Background: an optimization exercise with open tools, aiming at small area, a short achievable clock period and few clock cycles. Do not read the settings as production practice.
Only simulation tests tie the RTL to the original design; equivalence was not proved.
Power figures rest on the tool's default switching activity, not on a simulated workload.

==> flow/design.v (outline; a module is shown in full before it is edited, if it fits) <==
// module alu: 53 lines
// module be: 35 lines
// module bridge: 22 lines
// module cmp: 13 lines
// module cp0: 67 lines
// module ctrl: 199 lines
// module dec: 38 lines
// module pdec: 66 lines
// module D: 130 lines
// module E: 124 lines
// module F: 73 lines
// module M: 131 lines
// module W: 12 lines
// module datapath: 186 lines
// module exception: 40 lines
// module expD: 13 lines
// module expE: 13 lines
// module expF: 9 lines
// module expM: 15 lines
// module ext: 22 lines
// module grf: 32 lines
// module hazard: 143 lines
// module loadExt: 30 lines
// module mf: 16 lines
// module mudi: 169 lines
// module MUX_RF_A3: 21 lines
// module MUX_ALU_A: 8 lines
// module MUX_ALU_B: 8 lines
// module MUX_RF_WD: 22 lines
// module MUX_PC: 25 lines
// module npc: 10 lines
// module pc: 17 lines
// module timer: 63 lines
// module cpu: 62 lines
// module mips: 64 lines
module mips(
    input clk,
    input reset,
    output [31:0] i_addr,
    input [31:0] i_data,
    output [11:0] d_addr,
    output [31:0] d_wdata,
    output [3:0] d_be,
    output d_we,
    input [31:0] d_rdata
    );
  // ...
==> flow/flow/run.sh <==
#!/bin/bash
# The standard layout (the standard.sh: ORFS synthesis, floorplan, placement,
# CTS, routing) with two changes to how it is made, none to the constraints:
#  - timing repair aims for a setup slack of MARGIN ns at the design's clock
#    period, so it keeps shortening the critical paths after the period is met;
#  - the buffers ORFS puts on every input and output port are buf_4 cells
#    rather than the delay buffers it picks by default.
# make's full output goes to standard_flow.log; ORFS's per-step logs are under orfs/logs.
set -euo pipefail
MARGIN=12.5
bash standard.sh SETUP_SLACK_MARGIN=$MARGIN "BUFFER_PORTS_ARGS=-buffer_cell sky130_fd_sc_hd__buf_4" finish > standard_flow.log 2>&1
==> flow/standard.sh <==
#!/bin/bash
# synth_recipe.tcl (not shown) runs the flow's synth.tcl, then flattens the netlist and writes it again
# the make line also repeats each setting of config.mk as NAME=value (left out here)
make -C /OpenROAD-flow-scripts/flow DESIGN_CONFIG=/design/flow/config.mk WORK_HOME=/design/flow/orfs CLKGATE_MAP_FILE= SYNTH_SCRIPT=/design/flow/synth_recipe.tcl "${@:-finish}"
==> flow/config.mk <==
export PLATFORM = sky130hd
export DESIGN_NAME = mips
export DESIGN_NICKNAME = mips
export VERILOG_FILES = /design/flow/design.v
export SDC_FILE = /design/flow/constraint.sdc
export NUM_CORES = 4
export LEC_CHECK = 0
export CAP_MARGIN = 30
export CORE_MARGIN = 2
export CORE_UTILIZATION = 50
export PLACE_DENSITY = 0.62
export SLEW_MARGIN = 30
export TNS_END_PERCENT = 10
==> flow/constraint.sdc <==
create_clock -name core_clock -period 18.0 [get_ports {clk}]
set_input_delay 3.6000 -clock core_clock [delete_from_list [all_inputs] [get_ports {clk}]]
set_output_delay 3.6000 -clock core_clock [all_outputs]
set_load 0.01 [all_outputs]
==> key figures, run 1 <==
GRT
  – GR Util met2: 0.712
  – Met1 Track Usage GR: 0.641

Worst setup path
  – Worst Setup SP: CPU.pipeline_dp.f.IRD[22]
  – Delay of the slowest cell on the worst path: 710 ps
  – Cell Chain, Critical Path: buf_12 > nand2b_4 > nor2_4 > a2111oi_0 > and4b_1 > nand4_1 > o221ai_2 > nand2_1 > xnor2_1 > nor4_1 > and4_1 > and4_2 > o211ai_4 > a31oi_4 > buf_4 > buf_4 > or3_1 > o211ai_1

Power
  – Sw frac: 0.489
  – Pwr Density: 176 mW/mm^2
  – P_leak: 0.0498 uW
  – Total sequential power: 6110 uW

STA
  – Final period utilization: 0.332
  – Hold Slack: 425 ps
  – Max-slew violations: 5

Flow run
  – Max-Cap Viols: 1

Drt
  – WL met3: 108 mm

Synth
  – Syn_nets: 12800
  – Post-synthesis xor/xnor area fraction: 0.0362
  – Synth Warn #: 240
  – Flops & latches, synth: 1967
  – Simple-gate share of the synthesized area: 0.176

Outcome
  – Blocking Checks: max-capacitance violations, max-slew violations
  – Run status: complete, but fails checks

Final layout
  – Ant. Diodes: 56
  – Leading registers by flop count: CPU.pipeline_dp.d.GRFD.r: 992 flops, CPU.pipeline_dp.e.MuDi.m3: 35 flops
  – Reg area: 0.0508 mm^2

Place
  – Placed cell areas: 0.121 mm^2

Floorplanning
  – Initial Utilization: 0.502
Testbench counts, summed over its fixed seeds: cycles 58,881.
==> run 2: changes to the inputs <==
==> flow/flow/run.sh (replaced) <==
#!/bin/bash
# The standard layout (the standard.sh: ORFS synthesis, floorplan, placement,
# CTS, routing) with three changes to how it is made, none to the constraints:
#  - timing repair aims for a setup slack of MARGIN ns at the design's clock
#    period, so it keeps shortening the critical paths after the period is met;
#  - timing repair does not clone gates (clones add load to their drivers);
#  - the buffers ORFS puts on every input and output port are buf_4 cells
#    rather than the delay buffers it picks by default.
# make's full output goes to standard_flow.log; ORFS's per-step logs are under orfs/logs.
set -euo pipefail
MARGIN=12.5
bash standard.sh SETUP_SLACK_MARGIN=$MARGIN SKIP_GATE_CLONING=1 "BUFFER_PORTS_ARGS=-buffer_cell sky130_fd_sc_hd__buf_4" finish > standard_flow.log 2>&1
--- a/flow/config.mk
+++ b/flow/config.mk
@@ -7,7 +7,7 @@
 export LEC_CHECK = 0
 export CAP_MARGIN = 30
 export CORE_MARGIN = 2
-export CORE_UTILIZATION = 50
-export PLACE_DENSITY = 0.62
+export CORE_UTILIZATION = 35
+export PLACE_DENSITY = 0.55
 export SLEW_MARGIN = 30
-export TNS_END_PERCENT = 10
+export TNS_END_PERCENT = 0
==> run 2 against run 1 <==
Now clean on timing, DRC and antenna; combinational power about the same; critical endpoint is now CPU.pipeline_dp.f.PCF.PC[5]; largest power group unchanged; global-route usage down 16 points; sequential cell count unchanged; non-clock buffer count up 15; wire length up 0.11%; setup slack better by 150 ps; critical path type unchanged; sequential share of layout area down 0.52 points; worst hold slack worse by 15 ps; synthesized cell count unchanged; first-iteration DRC count down 20%; via count down 3.2%; core utilization down 17 points.
==> key figures, run 2 <==
Outcome
  – Run status: finished clean

Drt
  – DR WL/cell: 37.9 um
  – Detailed Route Iter0 Violations: 20700
  – Detailed Route WL: 643 mm
  – Drt pass-1 iters: 9
  – DRC: 0
  – Via count: 115000
  – Post-route antenna net violation count: 0
  – Vias per cell: 6.80
  – Top Layer Used: met5
  – WL met3: 95.9 mm (-11%)
  – Met2 routed wirelength: 252 mm
  – Met1 Wirelength: 239 mm

Synth
  – Flops & latches, synth: 1967 (unchanged)
  – Dominant cells by area after synthesis: edfxtp_1, dfxtp_1, a22oi_1
  – Most numerous cell in the Yosys netlist: edfxtp_1
  – Post-synthesis sequential area ratio: 0.441
  – Mapped cell area: 0.115 mm^2
  – Synth Warn #: 240 (unchanged)
  – Top cell type by total area after synthesis: edfxtp_1
  – Synth top area share: 0.296
  – Syn_nets: 12800 (unchanged)
  – Syn Inst Count: 12400
  – Post-synth top flop: edfxtp_1
  – Netlist cell types: 111
  – Post-synth EDFFs: 1136
  – Share of flip-flops with an asynchronous set or reset: 0
  – Syn_area_per_cell: 9.31 um^2
  – Top cells by count, synth: edfxtp_1, nor2_1, nand2_1, dfxtp_1, a21oi_1

Clock network
  – Clk sinks: 1967
  – CTS tree: done
  – CTS Buf Count: 221
  – Clock latency (worst-skew pair): 970 ps
  – H-tree Lvls: 4
  – Clock root buffer: clkbuf_16
  – Cts-stage hold buffer count: 0
  – Clk slew on worst S/H paths: 80 ps
  – Clock Tree Buf Depth: 4

STA
  – Worst Skew: 98.1 ps
  – Worst slew margin: 0.197
  – Max-slew violations: 0 (-5)
  – Final period utilization: 0.323 (-0.00820)
  – Final Critical Period: 5820 ps
  – RSZ-0062 raised after global routing: yes
  – Setup_tns: 0 ps
  – Final Hold Viols: 0
  – Least-Margin Pin Slew: 1170 ps
  – Endpoints failing setup: 0
  – Fmax: 172 MHz

Hold path
  – Hold Crit Class: register to register

GRT
  – Largest net degree at the start of global routing: 160
  – First-pass GRT wire length: 858 mm
  – Tot GR Track Use: 0.366
  – Vias in the first global route: 103000
  – Initial antenna violation count: 79
  – Global route total overflow: 0

Worst setup path
  – Worst reg2reg startpoint: CPU.pipeline_dp.f.IRD[19]
  – Slowest cell on the critical path: buf_4
  – Worst Setup SP: CPU.pipeline_dp.f.IRD[19]
  – Setup crit end kind: register
  – Cell Chain, Critical Path: buf_8 > nand3b_1 > buf_4 > nor2_4 > buf_4 > a2111oi_0 > nand4_1 > nor4b_2 > buf_4 > o32ai_1 > xor2_1 > nand2_1 > nor4_4 > and4_1 > and4_4 > o211ai_4 > buf_4 > a21o_4 > and4_1 > a221o_1
  – Delay of the slowest cell on the worst path: 610 ps (-100 ps)
  – Worst Path Class, Setup: register to register
  – Reg-to-reg slack, setup: 12180 ps
  – Crit Path Max Fanout: 28
  – Worst path arrival time: 6630 ps
  – Crit path capture: CPU.pipeline_dp.f.PCF.PC[5]
  – Crit path launch type: register
  – Worst path required time: 18810 ps
  – R2r endpoint: CPU.pipeline_dp.f.PCF.PC[5]
  – R2R cell count: 20
  – Worst path most repeated cell: buf_4

Final layout
  – Most frequent cells in the layout: edfxtp_1, nor2_1, nand2_1
  – Cell Count, Final, Fillers Out: 17000
  – Layout cell share with drive strength beyond 1: 0.140
  – Layout area overhead: 16.3%
  – Top reg by flops: CPU.pipeline_dp.d.GRFD.r
  – Max FFs per register: 992
  – Nets: 12800
  – Leading registers by flop count: CPU.pipeline_dp.d.GRFD.r: 992 flops, CPU.pipeline_dp.e.MuDi.m3: 35 flops
  – Final instance area: 0.134 mm^2
  – Most common cell after layout, fill and taps aside: edfxtp_1

Power
  – P_leak: 0.0498 uW (about the same)
  – Clock Power Share: 0.205
  – Internal power: 12000 uW
  – Highest ir drop seen on vdd: 0.0894 mV
  – Combinational Power Share: 0.532
  – Switching power: 11300 uW
  – Pwr Density: 174 mW/mm^2 (-1.1%)
  – Flop pwr share: 0.263
  – Overall power: 23300 uW
  – Sw frac: 0.484 (-0.00541)

Floorplanning
  – Die Y: 578 um
  – DIE AREA: 0.334 mm^2
  – Rows: 210
  – Die extent in x: 578 um
  – Initial Utilization: 0.352 (-0.150)
  – I/O Pins: 147
  – Core ar.: 0.327 mm^2

Place
  – Routability Congestion: 1.07
  – Detailed placer's ending HPWL: 434 mm
  – Port Buffers: 146
  – Placed cell areas: 0.123 mm^2 (+1.5%)
  – DP Cell Count: 16300

Flow run
  – Max-Cap Viols: 0 (-1)
run 2: power groups by stage:
stage,combinational [uW],clock [uW],sequential (uW)
detailed placement,10900,0,6170
CTS,11300,4750,6080
global route,12700,4930,6140
floorplan,6560,0,5770
finish,12400,4770,6130
global placement,10900,0,6180
run 2: routing by layer:
layer	vias to the layer above	track usage
met1	55800	0.464
met4	46	0.245
met2	9914	0.505
met5	-	0.00666
li1	46700	-
met3	2798	0.150
run 2: per-stage QoR:
step / util / hold slack, ps / worst slack [ps]
floorplan: - / 346 / 11910
global placement: 0.373 / 402 / 8310
detailed placement: 0.375 / 402 / 10800
CTS: 0.403 / 400 / 12320
global route: 0.409 / 410 / 12260
finish: 0.409 / 410 / 12180
run 2: repair_timing:
action / 4_1_cts / 5_1_grt
resized for setup: 184 / 202
cloned: 0 / 0
setup endpoints to repair: 363 / 454
buffers inserted: 102 / 108
pin swaps: 41 / 55
run 2: cells by family (layout without fill, tap and decap cells):
group	after synthesis	count (layout)	synth area share
AO/OA/AOI/OAI	3747	3747	0.223
XOR/XNOR	476	476	0.0362
adder cells (fa/ha/maj)	344	344	0.0401
buffers and inverters	1341	1539	0.0449
flip-flops	1967	1967	0.441
multiplexers	347	347	0.0393
other	0	44	0
AND/OR/NAND/NOR	4142	4142	0.176
run 2: layout make-up:
class | instances | area [um^2]
flip-flops and latches | 1967 | 50800
well taps | 4346 | 5440
clock inverters | 134 | 1440
inverters | 389 | 1490
diodes | 44 | 110
fillers | 32400 | 193000
clock buffers | 265 | 5960
repair buffers | 751 | 6620
multi-input cells | 9056 | 62000
run 2: worst min-delay path by stage:
stage                     slack [ps]  cells past startpoint                      start                        endpoint
after floorplan                  350                      0  CPU.pipeline_dp.d.ctlE[9]  CPU.pipeline_dp.e.MuDi.is_mt_M
after global placement           400                      0  CPU.pipeline_dp.d.ctlE[9]  CPU.pipeline_dp.e.MuDi.is_mt_M
after detailed placement         400                      0  CPU.pipeline_dp.d.ctlE[9]  CPU.pipeline_dp.e.MuDi.is_mt_M
after CTS                        400                      0  CPU.pipeline_dp.d.ctlE[9]  CPU.pipeline_dp.e.MuDi.is_mt_M
after global routing             410                      0  CPU.pipeline_dp.d.ctlE[9]  CPU.pipeline_dp.e.MuDi.is_mt_M
final                            410                      0  CPU.pipeline_dp.d.ctlE[9]  CPU.pipeline_dp.e.MuDi.is_mt_M
run 2: worst max-delay path, delay by kind of cell (launching register included):
family	cells	cell delay [ps]
xor gates and xnor gates	1	220
and+or+nand+nor	9	1980
AOI/OAI and AO/OA	5	1530
buffers and inverters	5	1460
DFF	1	420
==> run 3: changes to the inputs <==
==> flow/run.sh (new file) <==
#!/bin/bash
# synth_recipe.tcl (not shown) runs the flow's synth.tcl, then flattens the netlist and writes it again
# the make line also repeats each setting of config.mk as NAME=value (left out here)
make -C /OpenROAD-flow-scripts/flow DESIGN_CONFIG=/design/flow/config.mk WORK_HOME=/design/flow/orfs CLKGATE_MAP_FILE= SYNTH_SCRIPT=/design/flow/synth_recipe.tcl finish
--- a/flow/config.mk
+++ b/flow/config.mk
@@ -7,7 +7,6 @@
 export LEC_CHECK = 0
 export CAP_MARGIN = 30
 export CORE_MARGIN = 2
-export CORE_UTILIZATION = 35
-export PLACE_DENSITY = 0.55
+export CORE_UTILIZATION = 40
+export PLACE_DENSITY = 0.6
 export SLEW_MARGIN = 30
-export TNS_END_PERCENT = 0
removed: flow/flow/run.sh
removed: flow/standard.sh
==> run 3 against run 2 <==
Sequential power about the same; sequential share of layout area is 0.90 points higher; clock skew grew 33 ps; critical endpoint is now CPU.pipeline_dp.f.PCF.PC[8]; largest power group unchanged.
==> key figures, run 3 <==
STA
  – Least-Margin Pin Slew: 1250 ps (+77.1 ps)
  – Max-slew violations: 0 (unchanged)
  – Endpoints failing setup: 0 (unchanged)
  – PnR worst setup slack: 10130 ps (-2050 ps)
  – Worst slew margin: 0.167 (-0.0302)
  – Final period utilization: 0.437 (+0.114)
  – Setup_tns: 0 ps (unchanged)
  – Final Hold Viols: 0 (unchanged)
  – Fmax: 127 MHz (-26%)
  – Final Critical Period: 7870 ps (+2050 ps)
  – Worst Skew: 131 ps (+32.9 ps)
  – RSZ-0062 raised after global routing: no

Place
  – Pre-CTS setup slack: 10740 ps (-59.4 ps)
  – Routability Congestion: 1.06 (-0.16%)
  – Detailed placer's ending HPWL: 454 mm (+4.6%)
  – Placed cell areas: 0.123 mm^2 (about the same)
  – DP Cell Count: 15800 (-3.1%)
  – Port Buffers: 146 (unchanged)

Drt
  – DRC: 0 (unchanged)
  – DR WL/cell: 40.8 um (+7.5%)
  – Detailed Route WL: 663 mm (+3.1%)
  – Drt pass-1 iters: 14 (+5)
  – Vias per cell: 7.21 (+6.0%)
  – Post-route antenna net violation count: 0 (unchanged)
  – Detailed Route Iter0 Violations: 23200 (+12%)
  – Via count: 117000 (+1.7%)

Worst setup path
  – Crit path launch type: register
  – Crit Path Max Fanout: 27 (-3.6%)
  – Delay of the slowest cell on the worst path: 770 ps (+160 ps)
  – Worst Path Class, Setup: register to register
  – Slowest cell on the critical path: nand3_2
  – Cell Chain, Critical Path: or4_1 > a21oi_1 > or4_2 > buf_4 > buf_4 > nand3_2 > nor2_4 > buf_16 > nand3_1 > o211ai_1 > xnor2_1 > nand4_1 > nor3_1 > nand4_1 > o211ai_4 > a21o_1 > nand3_1 > a221oi_1
  – Worst path arrival time: 8670 ps (+2040 ps)
  – Worst path required time: 18800 ps (about the same)
  – Setup crit end kind: register

Clock network
  – Clock Tree Buf Depth: 4 (unchanged)
  – Setup repair bufs after CTS: 0 (-100%)
  – H-tree Lvls: 4 (unchanged)
  – Cts-stage hold buffer count: 0 (unchanged)
  – Clock latency (worst-skew pair): 1010 ps (+40 ps)
  – CTS Buf Count: 223 (+0.90%)
  – Post-cts resize count: 0 (-100%)
  – Clk sinks: 1967 (unchanged)
  – Clk slew on worst S/H paths: 60 ps (-20 ps)
  – CTS tree: done
  – Clock root buffer: clkbuf_16

GRT
  – Initial antenna violation count: 79 (unchanged)
  – Global route total overflow: 0 (unchanged)
  – Vias in the first global route: 106000 (+3.1%)
  – First-pass GRT wire length: 895 mm (+4.3%)
  – Largest net degree at the start of global routing: 117 (-27%)
  – Tot GR Track Use: 0.436 (+0.0694)

Final layout
  – Max FFs per register: 992 (unchanged)
  – Leading registers by flop count: CPU.pipeline_dp.d.GRFD.r: 992 flops, CPU.pipeline_dp.e.MuDi.m3: 35 flops
  – Nets: 12600 (-1.2%)
  – Most frequent cells in the layout: edfxtp_1, nor2_1, nand2_1
  – Most common cell after layout, fill and taps aside: edfxtp_1
  – Layout area overhead: 13.5%
  – Top reg by flops: CPU.pipeline_dp.d.GRFD.r
  – Final instance area: 0.131 mm^2 (-2.4%)
  – Layout cell share with drive strength beyond 1: 0.104 (-0.0364)
  – Cell Count, Final, Fillers Out: 16300 (-4.1%)

Synth
  – Compound-Gate Fraction of Synth Area: 0.223 (unchanged)
  – Post-synth top flop: edfxtp_1
  – Multiplexer share of the synthesized area: 0.0393 (unchanged)
  – Post-synthesis sequential area ratio: 0.441 (unchanged)
  – Synth top area share: 0.296 (unchanged)
  – Syn_nets: 12800 (unchanged)
  – Post-synth EDFFs: 1136 (unchanged)
  – Post-synthesis xor/xnor area fraction: 0.0362 (unchanged)
  – Syn Inst Count: 12400 (unchanged)
  – Simple-gate share of the synthesized area: 0.176 (unchanged)
  – Synth Warn #: 240 (unchanged)
  – Synth Area in Adders: 0.0401 (unchanged)
  – Syn_area_per_cell: 9.31 um^2 (unchanged)
  – Netlist cell types: 111 (unchanged)
  – Largest family of logic cells by synthesized area: compound AO/OA/AOI/OAI gates
  – Share of flip-flops with an asynchronous set or reset: 0 (unchanged)
  – Top cell type by total area after synthesis: edfxtp_1
  – Most numerous cell in the Yosys netlist: edfxtp_1
  – Flops & latches, synth: 1967 (unchanged)
  – Mapped cell area: 0.115 mm^2 (unchanged)
  – Top cells by count, synth: edfxtp_1, nor2_1, nand2_1, dfxtp_1, a21oi_1
  – Dominant cells by area after synthesis: edfxtp_1, dfxtp_1, a22oi_1

Power
  – Pwr Density: 176 mW/mm^2 (+0.90%)
  – Overall power: 22900 uW (-1.5%)
  – Highest ir drop seen on vdd: 0.130 mV (+46%)
  – P_leak: 0.0485 uW (-2.6%)

Hold path
  – Hold Crit Class: register to register

Floorplanning
  – Die extent in x: 541 um (-6.4%)
  – DIE AREA: 0.292 mm^2 (-12%)
  – Die Y: 541 um (-6.4%)
  – Initial Utilization: 0.401 (+0.0493)
  – I/O Pins: 147 (unchanged)
  – Core ar.: 0.287 mm^2 (-12%)
  – Rows: 197 (-6.2%)

Outcome
  – Run status: finished clean

Flow run
  – Max-Cap Viols: 0 (unchanged)
run 3: cell counts after synthesis:
No cell type changed its count.
run 3: logic make-up after synthesis:
kind of cell / Yosys count
DFF: 1967
adders and majority gates: 344
xor gates and xnor gates: 476
muxes: 347
buffers and inverters: 1341
AOI/OAI and AO/OA: 3747
and+or+nand+nor: 4142
run 3: layout make-up:
cell class,count,area [um^2]
Fill cell,27100,156000
Timing Repair Buffer,599,5060
Clock buffer,271,5960
Inverter,389,1460
Multi-Input combinational cell,9056,60800
Tap cell,3781,4730
Antenna cell,58,145
Clock inverter,140,1740
Sequential cell,1967,50800
run 3: where the power goes:
part / switching (uW) / internal (uW)
logic: 8420 / 3500
registers: 689 / 5410
clock network: 2120 / 2800
total: 11200 / 11700
run 3: worst max-delay path: cells and delay by family (launching register included):
kind	cells	cell delay [ps]
flops	1	430
simple gates	9	3800
compound gates	5	1900
xor+xnor	1	270
buf+inv	3	1200
run 3: routing by layer:
metal | up-vias | GRT usage | routed length (um)
met5 | - | 0.00247 | 298
met4 | 30 | 0.286 | 57700
met3 | 3051 | 0.162 | 95100
met2 | 10900 | 0.610 | 264000
met1 | 56800 | 0.558 | 246000
li1 | 46400 | - | -
run 3: final timing paths:
path | start | slack (ps) | end | cells after the start
min | CPU.pipeline_dp.d.ctlE[17] | 400 | CPU.pipeline_dp.e.ctlM[17] | 1
max | CPU.pipeline_dp.f.pdD[13] | 10130 | CPU.pipeline_dp.f.PCF.PC[8] | 18
min reg2reg | CPU.pipeline_dp.d.ctlE[17] | 400 | CPU.pipeline_dp.e.ctlM[17] | 1
max reg2reg | CPU.pipeline_dp.f.pdD[13] | 10130 | CPU.pipeline_dp.f.PCF.PC[8] | 18
run 3: per-stage QoR:
step	hold WS (ps)	utilization
finish	401	0.455
global route	419	0.455
CTS	404	0.454
detailed placement	396	0.427
global placement	404	0.425
floorplan	346	-

## static timing again, ports no longer ideal
In the flow no input, the clock included, has a driving cell. The finished layouts below were timed again as built, in two steps.
Step 1 (the two cells are an assumption about what drives the block):
set clk [get_ports {clk}]
set_driving_cell -lib_cell sky130_fd_sc_hd__clkbuf_16 $clk
set_driving_cell -lib_cell sky130_fd_sc_hd__buf_2 [delete_from_list [all_inputs] $clk]
Step 2 times the ports against the registers' clock, not the clock port: input delays grow and output delays shrink by t, the midpoint of the rising clock arrivals with the driver on.
Slacks: ideal / step 1 / step 2; pairs: ideal / step 1.
run | t (ns) | setup slack, ns | hold slack, ns | worst data-port slew with drivers (ns) | pins driven straight from the clock port
run 1 | 1.020 | 12.031 / 12.031 / 11.456 | 0.425 / 0.425 / 0.425 | 0.07 | 1
run 2 | 1.014 | 12.178 / 12.178 / 11.575 | 0.410 / 0.410 / 0.410 | 0.07 | 1
run 3 | 1.038 | 10.131 / 10.131 / 10.131 | 0.401 / 0.401 / 0.401 | 0.08 | 1
The setup slack of run 2, which loses most, moves by 0.000 ns with the drivers and by -0.603 ns with both steps.
